Context: an optimization exercise on an open-source flow, tuned for small area and a short achievable clock period. The choices shown serve that exercise and are no tape-out recipe.
No functional check of the RTL was part of any run shown here. The clock port is modelled as an ideal driver; clocking choices that lean on that would not hold on a real chip.

## flow/design.v (module list and top-level ports; edited modules follow where they fit)
// module Mux2_1: 10 lines
// module ff_enable: 7 lines
// module sumador_1b: 5 lines
// module sumador_nb: 19 lines
// module negador_1b: 3 lines
// module negador_nb: 9 lines
// module restador_nb: 11 lines
// module multiplicador: 4 lines
// module mul32lo: 868 lines
// module divisor_nb: 4 lines
// module Mux: 12 lines
// module flag_negativo: 5 lines
// module flag_carry: 5 lines
// module flag_cero: 5 lines
// module flag_overflow: 7 lines
// module ALU: 15 lines
// module PC: 8 lines
// module IF: 10 lines
// module IF_Pipeline: 18 lines
// module Control_unit: 30 lines
// module Extender: 12 lines
// module Register_File: 16 lines
// module ID: 30 lines
// module ID_Pipeline: 41 lines
// module ForwardingUnit: 11 lines
// module PC_condition: 23 lines
// module EX: 17 lines
// module EX_Pipeline: 25 lines
// module MEM: 7 lines
// module MEM_Pipeline: 19 lines
// module Processor: 210 lines
module Processor ( input logic clk, reset,
                   input logic [31:0] imem_rdata, dmem_rdata,
                   output logic [31:0] imem_addr, dmem_addr, dmem_wdata,
                   output logic dmem_we, dmem_re
);
  // ...
==> flow/flow/run.sh <==
#!/bin/bash
# Layout flow: the standard flow (standard.sh) with two changes.
#  1. Synthesis runs the standard synthesis script (synth_recipe.tcl) from a
#     copy of the ORFS scripts whose ABC script maps for area (the clock
#     period here is far longer than any path), and without the generic ABC
#     pass inside Yosys's synth, so that the full adders written in the RTL
#     are extracted as they are.
#  2. Port buffers are sky130_fd_sc_hd__buf_2 cells instead of the delay
#     buffers buffer_ports picks by default.
# Each step's output goes to a log file of its own in this folder.
set -euo pipefail
here=$(pwd)

rm -rf "$here/scripts_area"
cp -r "$FLOW_HOME/scripts" "$here/scripts_area"
cp "$here/flow/abc_area_map.script" "$here/scripts_area/abc_speed.script"

bash standard.sh SCRIPTS_DIR="$here/scripts_area" SYNTH_ARGS=-noabc synth \
  > "$here/flow_synth.log" 2>&1
bash standard.sh "BUFFER_PORTS_ARGS=-buffer_cell sky130_fd_sc_hd__buf_2" finish \
  > "$here/flow_layout.log" 2>&1
==> flow/flow/abc_area_map.script <==
&get -n
&st
&dch
&nf -R 1000
&put
==> flow/standard.sh <==
#!/bin/bash
# synth_recipe.tcl (not shown) runs the flow's synth.tcl, then flattens the netlist and writes it again
# the make line also repeats each setting of config.mk as NAME=value (left out here)
make -C /OpenROAD-flow-scripts/flow DESIGN_CONFIG=/design/flow/config.mk WORK_HOME=/design/flow/orfs CLKGATE_MAP_FILE= SYNTH_SCRIPT=/design/flow/synth_recipe.tcl "${@:-finish}"
==> flow/config.mk <==
export PLATFORM = sky130hd
export DESIGN_NAME = Processor
export DESIGN_NICKNAME = Processor
export VERILOG_FILES = /design/flow/design.v
export SDC_FILE = /design/flow/constraint.sdc
export NUM_CORES = 4
export LEC_CHECK = 0
export CAP_MARGIN = 20
export CORE_MARGIN = 2
export CORE_UTILIZATION = 60
export SLEW_MARGIN = 20
==> flow/constraint.sdc <==
create_clock -name core_clock -period 120.0 [get_ports {clk}]
set_input_delay 24.0000 -clock core_clock [delete_from_list [all_inputs] [get_ports {clk}]]
set_output_delay 24.0000 -clock core_clock [all_outputs]
set_load 0.01 [all_outputs]
==> notes.md, run 1 <==
post-synthesis register bit count around 770; run status timing/DRC/antenna clean; # rows 94; final net count between 3000 and 4000; syn_area_per_cell 13.67 um2; hold_buf cts 0; ClkCell Share 5.754%; Synth Warn # 3; M1 WL around 53000 um; Post-DP HPWL ~100000 um; Worst Path Buf+Inv 1; CTS buffer count 78; max-cap violations 0; mux contribution to synthesized area less than 1%; WL/cell around 38 um; WL met3 around 26000 um; gr busiest metal met2; M2 GR Usage 67.88%; CP max-delay cell dfrtp_2; commonest non-fill, non-tap cell in the layout edfxtp_1; R2R depth 48; critical path cell sequence buf_2; Tmin final ~26 ns; WHS roughly 0.33 ns; H-tree Lvls 3; Routability Congestion between 1 and 1.5; largest net degree at the start of global routing slightly below 50; setup bufs post-CTS 0; total routed wirelength about 160000 um; total number of vias between 30000 and 40000; largest family of logic cells by synthesized area compound AO/OA/AOI/OAI gates; CP Launch Type flip-flop; # fillers roughly 4700; ys flop type edfxtp_1; Slew Limit Fails 0; Slew headroom between 10% and 20%; syn nets 3318
==> module Processor, before the edit <==
module Processor ( input logic clk, reset,
                   input logic [31:0] imem_rdata, dmem_rdata,
                   output logic [31:0] imem_addr, dmem_addr, dmem_wdata,
                   output logic dmem_we, dmem_re
);
  logic [31:0] pc_q, pc_plus1, pc_next;
  logic        take;                  
  logic [31:0] e_bout;                
  always_comb begin
    logic c;
    c = 1'b1;
    for (int i = 0; i < 32; i++) begin
      pc_plus1[i] = pc_q[i] ^ c;
      c = pc_q[i] & c;
    end
  end
  assign pc_next = take ? e_bout : pc_plus1;
  always_ff @(posedge clk, posedge reset)
    if (reset) pc_q <= '0;
    else       pc_q <= pc_next;
  assign imem_addr = pc_q;
  logic [3:0]  d_top;
  logic [27:0] d_low;
  logic [31:0] d_pc;
  always_ff @(posedge clk, posedge reset)
    if (reset)     d_top <= '0;
    else if (take) d_top <= '0;
    else           d_top <= imem_rdata[31:28];
  always_ff @(posedge clk) begin
    d_low <= imem_rdata[27:0];
    d_pc  <= pc_q;
  end
  logic       d_br, d_imm;
  logic [2:0] d_code;
  assign d_br   = d_top[3];
  assign d_code = d_top[2:0];
  assign d_imm  = d_low[27];
  logic       d_regw, d_memw, d_memr, d_flagw;
  logic [1:0] d_aluop;                 
  logic [3:0] d_rs1, d_rs2, d_rd;
  always_comb begin
    d_regw  = 1'b0;
    d_memw  = 1'b0;
    d_memr  = 1'b0;
    d_flagw = 1'b0;
    d_aluop = 2'b11;
    if (!d_br) begin
      case (d_code)
        3'b001: begin d_aluop = 2'b00; d_regw = 1'b1; end
        3'b010: begin d_aluop = 2'b01; d_regw = 1'b1; end
        3'b011: begin d_aluop = 2'b10; d_regw = 1'b1; end
        3'b100: begin d_regw = 1'b1; end
        3'b101: begin d_aluop = 2'b01; d_flagw = 1'b1; end
        3'b110: begin d_memw = 1'b1; end
        3'b111: begin d_regw = 1'b1; d_memr = 1'b1; end
        default: ;
      endcase
    end
  end
  assign d_rs1 = (!d_br && (d_code == 3'b001 || d_code == 3'b010 ||
                            d_code == 3'b011 || d_code == 3'b100)) ? d_low[3:0] : d_low[26:23];
  assign d_rs2 = d_imm ? 4'hf : d_low[22:19];
  assign d_rd  = d_memr ? d_low[22:19] : d_low[26:23];
  logic [31:0] d_target, d_bval;
  always_comb begin
    logic c, x;
    c = d_code[2];
    for (int i = 0; i < 32; i++) begin
      x = (i < 27 ? d_low[i] : 1'b0) ^ d_code[2];
      d_target[i] = d_pc[i] ^ x ^ c;
      c = (d_pc[i] & x) | (d_pc[i] & c) | (x & c);
    end
  end
  always_comb begin
    if (!d_imm)         d_bval = pc_plus1;
    else if (d_br)      d_bval = d_target;
    else if (d_code[2]) d_bval = {9'b0, d_low[22:0]};
    else                d_bval = {13'b0, d_low[22:4]};
  end
  logic        e_regw, e_memw, e_memr, e_flagw, e_br;
  logic [1:0]  e_aluop, e_cond;
  logic [3:0]  e_rd;
  logic        e_fam, e_faw, e_fbm, e_fbw, e_fbv;
  logic [14:0] e_sa, e_sb;             
  logic [31:0] e_bval;
  logic        m_regw, m_memw, m_memr, m_flagw;
  logic [1:0]  m_aluop;
  logic [3:0]  m_rd;
  logic [31:0] m_opa, m_opb;
  logic        w_regw;
  logic [3:0]  w_rd;
  logic [31:0] w_res;
  logic d_fam, d_faw, d_fbm, d_fbw;
  assign d_fam = !d_br  && d_rs1 == e_rd && e_regw;
  assign d_faw = !d_br  && d_rs1 == m_rd && m_regw;
  assign d_fbm = !d_imm && d_rs2 == e_rd && e_regw;
  assign d_fbw = !d_imm && d_rs2 == m_rd && m_regw;
  always_ff @(posedge clk, posedge reset)
    if (reset) begin
      e_regw  <= 1'b0;
      e_memw  <= 1'b0;
      e_memr  <= 1'b0;
      e_flagw <= 1'b0;
      e_br    <= 1'b0;
    end else begin
      e_regw  <= d_regw  & ~take;
      e_memw  <= d_memw  & ~take;
      e_memr  <= d_memr  & ~take;
      e_flagw <= d_flagw & ~take;
      e_br    <= d_br    & ~take;
    end
  always_ff @(posedge clk) begin
    e_aluop <= d_aluop;
    e_cond  <= d_code[1:0];
    e_rd    <= d_rd;
    e_bval  <= d_bval;
    e_fam   <= d_fam;
    e_faw   <= d_faw & ~d_fam;
    e_fbm   <= d_fbm;
    e_fbw   <= d_fbw & ~d_fbm;
    e_fbv   <= ~d_fbm & ~d_fbw & d_rs2 == 4'hf;
    for (int k = 0; k < 15; k++) begin
      e_sa[k] <= ~d_fam & ~d_faw & d_rs1 == k;
      e_sb[k] <= ~d_fbm & ~d_fbw & d_rs2 == k;
    end
  end
  logic [31:0] rf [0:14];
  logic [31:0] e_aout;
  logic [31:0] m_fr;                  
  always_comb begin
    e_aout = ({32{e_fam}} & m_fr) | ({32{e_faw}} & w_res);
    e_bout = ({32{e_fbm}} & m_fr) | ({32{e_fbw}} & w_res) | ({32{e_fbv}} & e_bval);
    for (int k = 0; k < 15; k++) begin
      e_aout = e_aout | ({32{e_sa[k]}} & rf[k]);
      e_bout = e_bout | ({32{e_sb[k]}} & rf[k]);
    end
  end
  logic       f_n, f_z, m_n, m_z, c_n, c_z, cond_ok;
  assign c_n = m_flagw ? m_n : f_n;
  assign c_z = m_flagw ? m_z : f_z;
  always_comb
    case (e_cond)
      2'b00:   cond_ok = ~c_z & ~c_n;
      2'b01:   cond_ok = ~c_n;
      2'b10:   cond_ok = c_z;
      default: cond_ok = 1'b1;
    endcase
  assign take = e_br & cond_ok;
  always_ff @(posedge clk, posedge reset)
    if (reset) begin
      m_regw  <= 1'b0;
      m_memw  <= 1'b0;
      m_memr  <= 1'b0;
      m_flagw <= 1'b0;
    end else begin
      m_regw  <= e_regw;
      m_memw  <= e_memw;
      m_memr  <= e_memr;
      m_flagw <= e_flagw;
    end
  always_ff @(posedge clk) begin
    m_aluop <= e_aluop;
    m_rd    <= e_rd;
    m_opa   <= e_aout;
    m_opb   <= e_bout;
  end
  logic [31:0] m_sum, m_prod, m_res;
  logic        m_sub;
  assign m_sub = (m_aluop == 2'b01);
  always_comb begin
    logic c, x;
    c = m_sub;
    for (int i = 0; i < 32; i++) begin
      x = m_opb[i] ^ m_sub;
      m_sum[i] = m_opa[i] ^ x ^ c;
      c = (m_opa[i] & x) | (m_opa[i] & c) | (x & c);
    end
  end
  mul32lo mul (.a(m_opa), .b(m_opb), .p(m_prod));
  always_comb
    case (m_aluop)
      2'b10:   m_res = m_prod;
      2'b11:   m_res = m_opb;
      default: m_res = m_sum;
    endcase
  assign m_fr = m_memr ? dmem_rdata : m_res;
  assign m_n  = m_sum[31];
  assign m_z  = (m_sum == 32'b0);
  always_ff @(posedge clk, posedge reset)
    if (reset) begin
      f_n <= 1'b0;
      f_z <= 1'b0;
    end else if (m_flagw) begin
      f_n <= m_n;
      f_z <= m_z;
    end
  assign dmem_addr  = m_opb;
  assign dmem_wdata = m_opa;
  assign dmem_we    = m_memw;
  assign dmem_re    = m_memr;
  always_ff @(posedge clk, posedge reset)
    if (reset) w_regw <= 1'b0;
    else       w_regw <= m_regw;
  always_ff @(posedge clk) begin
    w_rd  <= m_rd;
    w_res <= m_fr;
  end
  always_ff @(posedge clk)
    if (w_regw && w_rd != 4'hf) rf[w_rd] <= w_res;
endmodule
==> run 2, diff against run 1 <==
--- a/flow/design.v
+++ b/flow/design.v
@@ -1279,3 +1279,2 @@
   logic [27:0] d_low;
-  logic [31:0] d_pc;
   always_ff @(posedge clk, posedge reset)
@@ -1284,6 +1283,4 @@
     else           d_top <= imem_rdata[31:28];
-  always_ff @(posedge clk) begin
+  always_ff @(posedge clk)
     d_low <= imem_rdata[27:0];
-    d_pc  <= pc_q;
-  end
   logic       d_br, d_imm;
@@ -1321,8 +1318,10 @@
   always_comb begin
-    logic c, x;
-    c = d_code[2];
+    logic c, x, z;
+    c = 1'b0;
+    z = 1'b1;
     for (int i = 0; i < 32; i++) begin
-      x = (i < 27 ? d_low[i] : 1'b0) ^ d_code[2];
-      d_target[i] = d_pc[i] ^ x ^ c;
-      c = (d_pc[i] & x) | (d_pc[i] & c) | (x & c);
+      x = (i < 27 ? d_low[i] : 1'b0) ^ (d_code[2] | z);
+      if (i < 27) z = z & ~d_low[i];
+      d_target[i] = pc_q[i] ^ x ^ c;
+      c = (pc_q[i] & x) | (pc_q[i] & c) | (x & c);
     end
@@ -1339,3 +1338,3 @@
   logic        e_fam, e_faw, e_fbm, e_fbw, e_fbv;
-  logic [14:0] e_sa, e_sb;             
+  logic [3:0]  e_rs1, e_rs2;           
   logic [31:0] e_bval;
@@ -1377,6 +1376,4 @@
     e_fbv   <= ~d_fbm & ~d_fbw & d_rs2 == 4'hf;
-    for (int k = 0; k < 15; k++) begin
-      e_sa[k] <= ~d_fam & ~d_faw & d_rs1 == k;
-      e_sb[k] <= ~d_fbm & ~d_fbw & d_rs2 == k;
-    end
+    e_rs1   <= (d_fam | d_faw) ? 4'hf : d_rs1;
+    e_rs2   <= (d_fbm | d_fbw) ? 4'hf : d_rs2;
   end
@@ -1389,4 +1386,4 @@
     for (int k = 0; k < 15; k++) begin
-      e_aout = e_aout | ({32{e_sa[k]}} & rf[k]);
-      e_bout = e_bout | ({32{e_sb[k]}} & rf[k]);
+      e_aout = e_aout | ({32{e_rs1 == k}} & rf[k]);
+      e_bout = e_bout | ({32{e_rs2 == k}} & rf[k]);
     end
--- a/flow/flow/run.sh
+++ b/flow/flow/run.sh
@@ -1,3 +1,3 @@
 #!/bin/bash
-# Layout flow: the standard flow (standard.sh) with two changes.
+# Layout flow: the standard flow (standard.sh) with these changes.
 #  1. Synthesis runs the standard synthesis script (synth_recipe.tcl) from a
@@ -9,2 +9,3 @@
 #     buffers buffer_ports picks by default.
+#  3. Clock tree: no dummy loads, larger sink clusters.
 # Each step's output goes to a log file of its own in this folder.
@@ -19,3 +20,4 @@
   > "$here/flow_synth.log" 2>&1
-bash standard.sh "BUFFER_PORTS_ARGS=-buffer_cell sky130_fd_sc_hd__buf_2" finish \
-  > "$here/flow_layout.log" 2>&1
+bash standard.sh "BUFFER_PORTS_ARGS=-buffer_cell sky130_fd_sc_hd__buf_2" \
+  "CTS_ARGS=-sink_clustering_enable -repair_clock_nets -dont_use_dummy_load -sink_clustering_size 30 -sink_clustering_max_diameter 100" \
+  finish > "$here/flow_layout.log" 2>&1
--- a/flow/config.mk
+++ b/flow/config.mk
@@ -9,3 +9,3 @@
 export CORE_MARGIN = 2
-export CORE_UTILIZATION = 60
+export CORE_UTILIZATION = 70
 export SLEW_MARGIN = 20
==> run 2 against run 1 <==
Compared with the run above: sequential share of layout area is 0.25 points higher; utilization up 8.4 points; cell area is 5.8% lower; non-clock buffer count decreased by 4; critical path type is now in -> reg; highest routed layer unchanged.
==> notes.md, run 2 <==
CTS buffer count 27 (was 78); register area share after synthesis 49.38% (was 51.31%); # rows 86 (was 94); Mapped Cells 2937 (was 2914); critical path class in -> reg (was reg -> out); hold_buf cts 0 (unchanged); layout cells sized above 1 11.80% (was 13.54%); Post-DP HPWL 90610 um (was 100100 um); Crit path top cell by count a221o_1; Post-synth top cells 480 x edfxtp_1, 449 x a22oi_1, 317 x xnor2_1 (was 480 x edfxtp_1, 374 x a22oi_1, 287 x fa_1); die width 240.7 um (was 261.7 um); CTS root buf clkbuf_16 (unchanged); first-pass GRT wire length 214600 um (was 225500 um); post-synthesis register bit count 715 (was 769); Async S/R FF share, synth 6.713% (was 6.242%); CTS tree built (unchanged); critical path cell sequence buf_2 -> nand2_1 -> o21ai_0 -> a222oi_1 -> nand3_1 -> a221o_1 -> a221o_1 -> a221o_1 -> a221o_1 -> a221o_1 -> a221o_1 (was buf_2); cell with the most instances after synthesis edfxtp_1 (unchanged); Slew Limit Fails 0 (unchanged); commonest non-fill, non-tap cells in the layout 480 x edfxtp_1, 449 x a22oi_1, 317 x xnor2_1 (was 480 x edfxtp_1, 374 x a22oi_1, 287 x fa_1); GRT Total Usage 51.93% (was 46.88%); Top Family by Delay on Critical Path compound AO/OA/AOI/OAI gates (was flip-flops); commonest non-fill, non-tap cell in the layout edfxtp_1 (unchanged); Crit. End Element flip-flop (was output pin); Hold WC Path Type reg -> reg (unchanged); CORE AREA 55200 um2 (was 65750 um2); final setup vio count 0 (unchanged); Die Height 240.7 um (was 261.7 um); Longest Clk Path Bufs 3 (unchanged); Placed Area 42210 um2 (was 42910 um2); max-cap violations 0 (unchanged); total number of vias 32650 (was 32570); total routed wirelength 149500 um (was 161000 um); Routability Congestion 0.9799 (was 1.035); design area 42900 um2 (was 45550 um2); Starting Density 71.02% (was 60.59%); area leader, netlist edfxtp_1 (unchanged); ys flop type edfxtp_1 (unchanged); Final Util 77.72% (was 69.29%); Slew headroom 18.57% (was 18.93%); # IOs 164 (unchanged); EDFF count, synth 480 (unchanged); WL/cell 37.32 um (was 38.12 um); number of global-route vias before repair 32590 (was 32280); post-cts resize count 0 (unchanged); clock sinks 715 (was 769); Via-to-Cell Ratio 8.149 (was 7.712); count of input and output buffers 163 (unchanged); area of the mapped netlist 39200 um2 (was 39830 um2); largest register by flop count rf (unchanged); skew final 0.02925 ns (was 0.03921 ns); share of the synthesized area in the top cell type 36.77% (was 36.19%); Total Die Area 57910 um2 (was 68470 um2); setup TNS 0 ns (unchanged); CP arrival 26.49 ns (was 1.94 ns); unrepaired setup endpoints after global routing no (unchanged); Least-Margin Pin Slew 1.221 ns (was 1.212 ns); final net count 3660 (was 3693); Tmin final 25.96 ns (was 25.94 ns); syn nets 3340 (was 3318); Synth Warn # 3 (unchanged); final hold vios 0 (unchanged); Worst-Skew Late Latency 0.65 ns (was 0.66 ns); Worst EP required 120.53 ns (was 96.00 ns); CP max-delay cell a222oi_1 (was dfrtp_2); fin crit share 21.63% (was 21.61%); initial antenna violation count 10 (unchanged); DR pass1 iterations 15 (was 12); DRT antenna net count 0 (unchanged); clock slew at reported path FFs 0.10 ns (was 0.06 ns); setup bufs post-CTS 0 (unchanged); DRC viols 0 (unchanged); H-tree Lvls 1 (was 3); synth-to-layout area growth 9.437% (was 14.36%); Crit Path Max Fanout 3 (was 33); run status timing/DRC/antenna clean (unchanged); syn_area_per_cell 13.35 um2 (was 13.67 um2); Worst Path Buf+Inv 1 (unchanged); DR iter-0 viols 8268 (was 7706); largest net degree at the start of global routing 49 (unchanged); slowest cell delay on critical path 0.38 ns (was 1.02 ns); max reg flops 480 (unchanged); CP Launch Type input pin (was flip-flop); remaining global-route overflow 0 (unchanged); FMAX 38.52 MHz (was 38.55 MHz); main area contributors after synthesis edfxtp_1 37%, fa_1 15%, dfxtp_1 9.5% (was edfxtp_1 36%, fa_1 14%, dfxtp_1 12%); Synth cell types 43 (unchanged)
## run 2: cell count changes in the layout (fill, tap and decap cells not counted), sizes merged, moves of 36 or more
| cell | previous run | this run |
|---|---|---|
| dfxtp | 241 | 187 |
| a22oi | 374 | 449 |
| a222oi | 271 | 208 |
| nand3 | 53 | 16 |
| nor2 | 99 | 135 |
| clkbuf | 102 | 27 |
| a221o | 1 | 42 |
| clkinv | 50 | 12 |
## run 2: final timing paths
kind	depth (start not counted)	endpoint	slack (ns)	startpoint
worst max-delay path	11	m_opa[14]	94.04	dmem_rdata[14]
worst min-delay path	0	m_flagw	0.36	e_flagw
worst max register to register	48	e_memw	99.58	m_opb[0]
worst min register to register	0	m_flagw	0.36	e_flagw
max in group asynchronous	3	pc_q[2]	95.79	reset
min in group asynchronous	3	e_memw	23.59	reset
## run 2: final cells by class
type	instances	area, um2
flip-flops and latches	715	19370
fillers	3470	12300
multi-input cells	2208	20090
repair buffers	292	1777
inverters	13	48.80
clock buffers	27	675.6
well taps	748	935.9
diodes	4	10.01
## run 2: through the flow
stage / setup WS (ns) / std cells / hold WS, ns
global placement: 93.50 / 3973 / 0.3220
floorplan: 93.77 / 2937 / 0.3096
detailed placement: 93.41 / 3974 / 0.3289
CTS: 94.03 / 4001 / 0.3525
finish: 94.04 / 4007 / 0.3606
global route: 93.91 / 4003 / 0.3691
## run 2: worst reg2reg max path, delay by kind of cell (launching register included)
kind            cells  cell delay (ns)
fa+ha+maj          32            13.92
mux                 1             0.24
compound gates      2             0.28
flops               1             0.76
xor+xnor            2             0.97
simple gates        6             2.62
buf+inv             5             1.58
## run 2: logic make-up after synthesis
kind of cell               synth area share, %
muxes                                    1.133
buffers and inverters                   0.1436
DFF                                      49.38
xor gates and xnor gates                 8.378
and+or+nand+nor                          7.165
AOI/OAI and AO/OA                        17.57
adders and majority gates                16.23
## run 2: metal layers
metal  track usage (%)  vias to the layer above  share of wire [%]
met4             38.62                       14                9.8
met2             75.22                     3720                 42
met1             62.97                    15470                 30
li1                  -                    12400                  -
met3             20.84                     1049                 18
met5            0.2525                        -              0.060

## afterwards: timing with drivers on the ports
In the flow no input, the clock included, has a driving cell. The finished layouts below were timed again as built, in two steps.
Step 1 (the two cells are an assumption about what drives the block):
set clk [get_ports {clk}]
set_driving_cell -lib_cell sky130_fd_sc_hd__clkbuf_16 $clk
set_driving_cell -lib_cell sky130_fd_sc_hd__buf_2 [delete_from_list [all_inputs] $clk]
Step 2 times the ports against the registers' clock, not the clock port: input delays grow and output delays shrink by t, the midpoint of the rising clock arrivals with the driver on.
a / b / c = no drivers / after step 1 / after step 2; a / b = the first two.
run	shift t [ns]	setup slack, ns	clock arrival spread, ns	pins driven straight from the clock port
run 1	0.706	94.062 / 93.993 / 94.699	0.044 / 0.044	1
run 2	0.691	94.040 / 94.074 / 93.383	0.029 / 0.030	1
After both steps every run listed still meets setup and hold. For run 2, which loses most, drivers alone change the setup slack by +0.034 ns; drivers and shift together by -0.657 ns.
